Context: an optimization exercise on an open-source flow, tuned for a short achievable clock period. The choices shown serve that exercise and are no tape-out recipe.
No activity file was given, so power comes from the tool's default toggle rates.

==> v7 <==
// ALU_TOP
module ALU_TOP #(
parameter WIDTH =16)
(
  input    wire                       CLK,RST,
  input    wire       [3:0]           ALU_FUN,
  input    wire       [WIDTH-1:0]     A,B,
  output   wire       [WIDTH-1:0]     Arith_Out,
  output   reg        [WIDTH-1:0]     Logic_Out,
  output   reg        [WIDTH-1:0]     CMP_Out,
  output   reg        [WIDTH-1:0]     SHIFT_Out,
  output   reg                        Carry_Out,
  output   reg        [3:0]           flags_reg
);
export LEC_CHECK = 0
export CAP_MARGIN = 20
export CORE_MARGIN = 2
export CORE_UTILIZATION = 40
export SLEW_MARGIN = 20
create_clock -name core_clock -period 34.0 [get_ports {CLK}]
standard.sh (not shown) runs the stock make flow with config.mk's settings and CLKGATE_MAP_FILE= SYNTH_SCRIPT=/design/flow/synth_recipe.tcl, a recipe that flattens the netlist after the stock synthesis.
==> flow/flow/run.sh <==
#!/bin/bash
# The standard layout (standard.sh: ORFS with the design's SDC and
# settings), with two changes:
#  - repair_timing gets a large setup margin, so the resizer keeps shortening
#    the critical paths well past the 34 ns that the SDC asks for;
#  - the port buffers that buffer_ports inserts are buf_4 cells rather than
#    the slow delay cells it picks by default.
set -euo pipefail
bash standard.sh SETUP_SLACK_MARGIN=25 'BUFFER_PORTS_ARGS=-buffer_cell sky130_fd_sc_hd__buf_4' finish > standard_flow.log 2>&1
==> v10: changes against v7 <==
==> flow/flow/run.sh (replaced) <==
#!/bin/bash
# The standard layout (standard.sh: ORFS with the design's SDC and
# settings), except that repair_timing gets a large setup margin, so the
# resizer keeps shortening the critical paths well past the 34 ns that the
# SDC asks for.
set -euo pipefail
bash standard.sh SETUP_SLACK_MARGIN=25 finish > standard_flow.log 2>&1
==> results.py <==
metrics = {
    "run_status": {
        "status": "timing/DRC/antenna clean",
    },
    "final_layout": {
        "ff_latch_area_um2": 4270,
        "areaGrowthSynthToFinish_pct": 32.8,
        "final-clk-cell-share_pct": 1.23,
    },
    "power_and_ir_drop": {
        "cellInternalPower_mw": 1.10,
    },
    "critical_path": {
        "slowest_delay_ns": 0.57,
        "crit_path_top_delay_cell": "or4_4",
    },
    "global_route": {
        "grt_use_met3_pct": 12.0,
    },
    "sta": {
        "worst_pin_slew_ns": 1.41,
    },
}
# the run above: v10

==> results.py <==
metrics = {
    "critical_path": {
        "slowest_delay_ns": 0.53,
        "crit_path_top_delay_cell": "a222oi_1",
    },
    "final_layout": {
        "clock_buffer_count": 19,
        "stdcell_count": 6257,
        "final-clk-cell-share_pct": 1.23,
    },
    "sta": {
        "worst_pin_slew_ns": 1.36,
    },
    "synth": {
        "synthCells": 4608,
        "synth-edff-count": 0,
    },
    "power_and_ir_drop": {
        "irDropWorstVdd_v": 0.0000605,
        "cellInternalPower_mw": 1.09,
        "pwr-share-seq_pct": 10.2,
    },
    "run_status": {
        "status": "timing/DRC/antenna clean",
    },
}
# the run above: v7

No functional check of the RTL was part of any run of this note.


==> 07-11: inputs <==
Another version of the RTL of ALU_TOP (not shown whole).
clock: 34.0 ns
lec_check: 0
cap_margin: 20
core_margin: 2
core_utilization: 40
slew_margin: 20
==> flow/flow/run.sh <==
#!/bin/bash
# The standard layout (standard.sh: ORFS with the design's SDC and
# settings), with two changes:
#  - ADDER_MAP_FILE is empty, so Yosys does not hard-map adders to the slow
#    fa/ha cells and ABC maps all of the arithmetic for delay;
#  - repair_timing gets a large setup margin, so the resizer keeps shortening
#    the critical paths well past the 34 ns that the SDC asks for.
set -euo pipefail
bash standard.sh ADDER_MAP_FILE= SETUP_SLACK_MARGIN=25  finish > standard_flow.log 2>&1
==> 01-05: changes against 07-11 <==
--- a/flow/design.v
+++ b/flow/design.v
@@ -44,28 +44,42 @@
   input  wire          EN,
   input  wire [15:0]   A,
   input  wire [15:0]   B,
   output wire [15:0]   Q
 );
 wire [19:0] M0 = 20'd0;
 wire [19:0] M1 = {{4{1'b0}}, B};
-wire [19:0] M2 = {M1[18:0], 1'b0};
-wire [19:0] M3 = (M1 << 2) - M1;
-wire [19:0] M4 = {M2[18:0], 1'b0};
-wire [19:0] M5 = (M1 << 2) + M1;
-wire [19:0] M6 = {M3[18:0], 1'b0};
-wire [19:0] M7 = (M1 << 3) - M1;
-wire [19:0] M8 = {M4[18:0], 1'b0};
-wire [19:0] M9 = (M1 << 3) + M1;
-wire [19:0] M10 = {M5[18:0], 1'b0};
-wire [19:0] M11 = (M1 << 3) + M3;
-wire [19:0] M12 = {M6[18:0], 1'b0};
-wire [19:0] M13 = (M1 << 3) + M5;
-wire [19:0] M14 = {M7[18:0], 1'b0};
-wire [19:0] M15 = (M1 << 4) - M1;
+wire [19:0] M2;
+wire [19:0] M3;
+wire [19:0] M4;
+wire [19:0] M5;
+wire [19:0] M6;
+wire [19:0] M7;
+wire [19:0] M8;
+wire [19:0] M9;
+wire [19:0] M10;
+wire [19:0] M11;
+wire [19:0] M12;
+wire [19:0] M13;
+wire [19:0] M14;
+wire [19:0] M15;
+assign M2 = {M1[18:0], 1'b0};
+assign M3 = (M1 << 2) - M1;
+assign M4 = {M2[18:0], 1'b0};
+assign M5 = M1 + (M1 << 2);
+assign M6 = {M3[18:0], 1'b0};
+assign M7 = (M1 << 3) - M1;
+assign M8 = {M4[18:0], 1'b0};
+assign M9 = M1 + (M1 << 3);
+assign M10 = {M5[18:0], 1'b0};
+assign M11 = (M3 << 2) - M1;
+assign M12 = {M6[18:0], 1'b0};
+assign M13 = M1 + (M3 << 2);
+assign M14 = {M7[18:0], 1'b0};
+assign M15 = (M1 << 4) - M1;
 wire [3:0] A_s0;
 wire [3:0] A_s1;
 wire [3:0] A_s2;
 wire [3:0] A_s3;
 wire H0_1_c = (B <= 16'd15);
 wire H0_2_c = (B <= 16'd7);
 wire H0_3_c = (B <= 16'd5);
@@ -267,27 +281,20 @@
     | ({8{S1_13}} & D1_13[7:0])
     | ({8{S1_14}} & D1_14[7:0])
     | ({8{S1_15}} & D1_15[7:0]);
 reg [7:0] r_R;
 reg [7:0] r_Q;
 reg [7:0] r_A;
 reg [15:0] r_M1;
-reg [15:0] r_M2;
 reg [15:0] r_M3;
-reg [15:0] r_M4;
 reg [15:0] r_M5;
-reg [15:0] r_M6;
 reg [15:0] r_M7;
-reg [15:0] r_M8;
 reg [15:0] r_M9;
-reg [15:0] r_M10;
 reg [15:0] r_M11;
-reg [15:0] r_M12;
 reg [15:0] r_M13;
-reg [15:0] r_M14;
 reg [15:0] r_M15;
 reg [0:0] r_H2_1;
 reg [0:0] r_H2_2;
 reg [0:0] r_H2_3;
 reg [0:0] r_H2_4;
 reg [0:0] r_H2_5;
 reg [0:0] r_H2_6;
@@ -319,27 +326,20 @@
 begin
     if (!RST)
       begin
         r_R <= 8'd0;
         r_Q <= 8'd0;
         r_A <= 8'd0;
         r_M1 <= 16'd0;
-        r_M2 <= 16'd0;
         r_M3 <= 16'd0;
-        r_M4 <= 16'd0;
         r_M5 <= 16'd0;
-        r_M6 <= 16'd0;
         r_M7 <= 16'd0;
-        r_M8 <= 16'd0;
         r_M9 <= 16'd0;
-        r_M10 <= 16'd0;
         r_M11 <= 16'd0;
-        r_M12 <= 16'd0;
         r_M13 <= 16'd0;
-        r_M14 <= 16'd0;
         r_M15 <= 16'd0;
         r_H2_1 <= 1'd0;
         r_H2_2 <= 1'd0;
         r_H2_3 <= 1'd0;
         r_H2_4 <= 1'd0;
         r_H2_5 <= 1'd0;
         r_H2_6 <= 1'd0;
@@ -370,27 +370,20 @@
       end
     else
       begin
         r_R <= R2;
         r_Q <= {Qd0, Qd1};
         r_A <= A[7:0];
         r_M1 <= M1[15:0];
-        r_M2 <= M2[15:0];
         r_M3 <= M3[15:0];
-        r_M4 <= M4[15:0];
         r_M5 <= M5[15:0];
-        r_M6 <= M6[15:0];
         r_M7 <= M7[15:0];
-        r_M8 <= M8[15:0];
         r_M9 <= M9[15:0];
-        r_M10 <= M10[15:0];
         r_M11 <= M11[15:0];
-        r_M12 <= M12[15:0];
         r_M13 <= M13[15:0];
-        r_M14 <= M14[15:0];
         r_M15 <= M15[15:0];
         r_H2_1 <= H2_1_c;
         r_H2_2 <= H2_2_c;
         r_H2_3 <= H2_3_c;
         r_H2_4 <= H2_4_c;
         r_H2_5 <= H2_5_c;
         r_H2_6 <= H2_6_c;
@@ -416,14 +409,21 @@
         r_H3_12 <= H3_12_c;
         r_H3_13 <= H3_13_c;
         r_H3_14 <= H3_14_c;
         r_H3_15 <= H3_15_c;
         r_EN <= EN;
       end
 end
+wire [15:0] r_M2 = {r_M1, 1'd0};
+wire [15:0] r_M4 = {r_M1, 2'd0};
+wire [15:0] r_M6 = {r_M3, 1'd0};
+wire [15:0] r_M8 = {r_M1, 3'd0};
+wire [15:0] r_M10 = {r_M5, 1'd0};
+wire [15:0] r_M12 = {r_M3, 2'd0};
+wire [15:0] r_M14 = {r_M7, 1'd0};
 assign A_s2 = r_A[7:4];
 assign A_s3 = r_A[3:0];
 wire [11:0] X2 = {r_R, A_s2};
 wire [12:0] D2_1 = {1'b0, X2} - {1'b0, r_M1[11:0]};
 wire T2_1 = r_H2_1 & ~D2_1[12];
 wire [12:0] D2_2 = {1'b0, X2} - {1'b0, r_M2[11:0]};
 wire T2_2 = r_H2_2 & ~D2_2[12];
==> flow/flow/run.sh (replaced) <==
#!/bin/bash
# The standard layout (standard.sh: ORFS with the design's SDC and
# settings), with two changes:
#  - (adders mapped as usual)
#    fa/ha cells and ABC maps all of the arithmetic for delay;
#  - repair_timing gets a large setup margin, so the resizer keeps shortening
#    the critical paths well past the 34 ns that the SDC asks for.
set -euo pipefail
bash standard.sh SETUP_SLACK_MARGIN=22 finish > standard_flow.log 2>&1
- PLACE_DENSITY: not set -> 0.8
==> flow_summary.toml <==
[finish]
signal_buffers = 766
fin_nets = 4762
clk_share_pct = 1.93
fin_area_um2 = 45200

[timing]
slew_headroom_pct = 14.3
hold_ws_ns = 6.21
tightestPinTransition_ns = 1.27
min_period_ns = 13.08
fmax_ghz = 0.0765

[synth]
ys_types = 119
synth.yosys.seq_area_share_pct = 17.1

[placed_design]
gp_congestion = 1.05

[outcome]
run_status = "timing/DRC/antenna clean"

[power]
power_sequential_uw = 364
pwr_density_cell_nw_per_um2 = 44.2
netSwitchingPower_uw = 932

[floorplanning]
coreArea_um2 = 79300
rows = 103

[worst_setup_path]
crit_arrival_ns = 6.28
crit_end = "Arith_Out[1]"

[route]
wire_per_inst_um = 29.7

[global_routing]
grt_pass1_wl_um = 246000
-- figures above: 07-11

==> flow_summary.toml <==
[outcome]
run_status = "timing/DRC/antenna clean"

[timing]
fmax_ghz = 0.0758
min_period_ns = 13.18
hold_ws_ns = 6.21
slew_headroom_pct = 27.2
tightestPinTransition_ns = 1.08

[power]
netSwitchingPower_mw = 1.08
pwr_density_cell_nw_per_um2 = 51.0

[worst_setup_path]
crit_arrival_ns = 6.39
crit_end = "Arith_Out[0]"

[global_routing]
grt_pass1_wl_um = 229000

[route]
wire_per_inst_um = 28.1

[finish]
fin_area_um2 = 42200
clk_share_pct = 1.86
signal_buffers = 380
fin_nets = 5318

[floorplanning]
rows = 108
coreArea_um2 = 86500
-- figures above: 01-05

Function was not checked in any run of this note: the RTL went through the layout flow alone.

-- what the ideal ports hide --
How much do the figures lean on ideal ports? The routed layouts below were timed once more, with nothing changed but the port constraints.
Step 1 assumes that a clkbuf_16 drives the clock port and a buf_2 every other input.
Step 2 moves the port delays by t, midway between the first and last clock arrival at a register: inputs arrive t later, outputs are due t later. That takes back most of the time a late clock gives input paths.
Slacks: ideal ports / drivers / drivers and shift; pairs: ideal ports / drivers.
run | t (ns) | slack for setup (ns) | latest minus earliest clock arrival (ns) | worst register clock-pin slew, ns | cell pins on the clock port's net
v7 | 0.551 | 21.028 / 20.877 / 20.326 | 0.028 / 0.027 | 0.10 / 0.10 | 1
v10 | 0.548 | 21.042 / 21.028 / 20.480 | 0.033 / 0.033 | 0.10 / 0.10 | 1
07-11 | 0.619 | 20.925 / 20.872 / 21.491 | 0.032 / 0.032 | 0.09 / 0.09 | 1
01-05 | 0.609 | 20.815 / 20.753 / 21.362 | 0.031 / 0.032 | 0.07 / 0.07 | 1
After both steps setup and hold are still met in every run listed. For v7, which loses most, drivers alone change the setup slack by -0.151 ns; drivers and shift together by -0.702 ns.
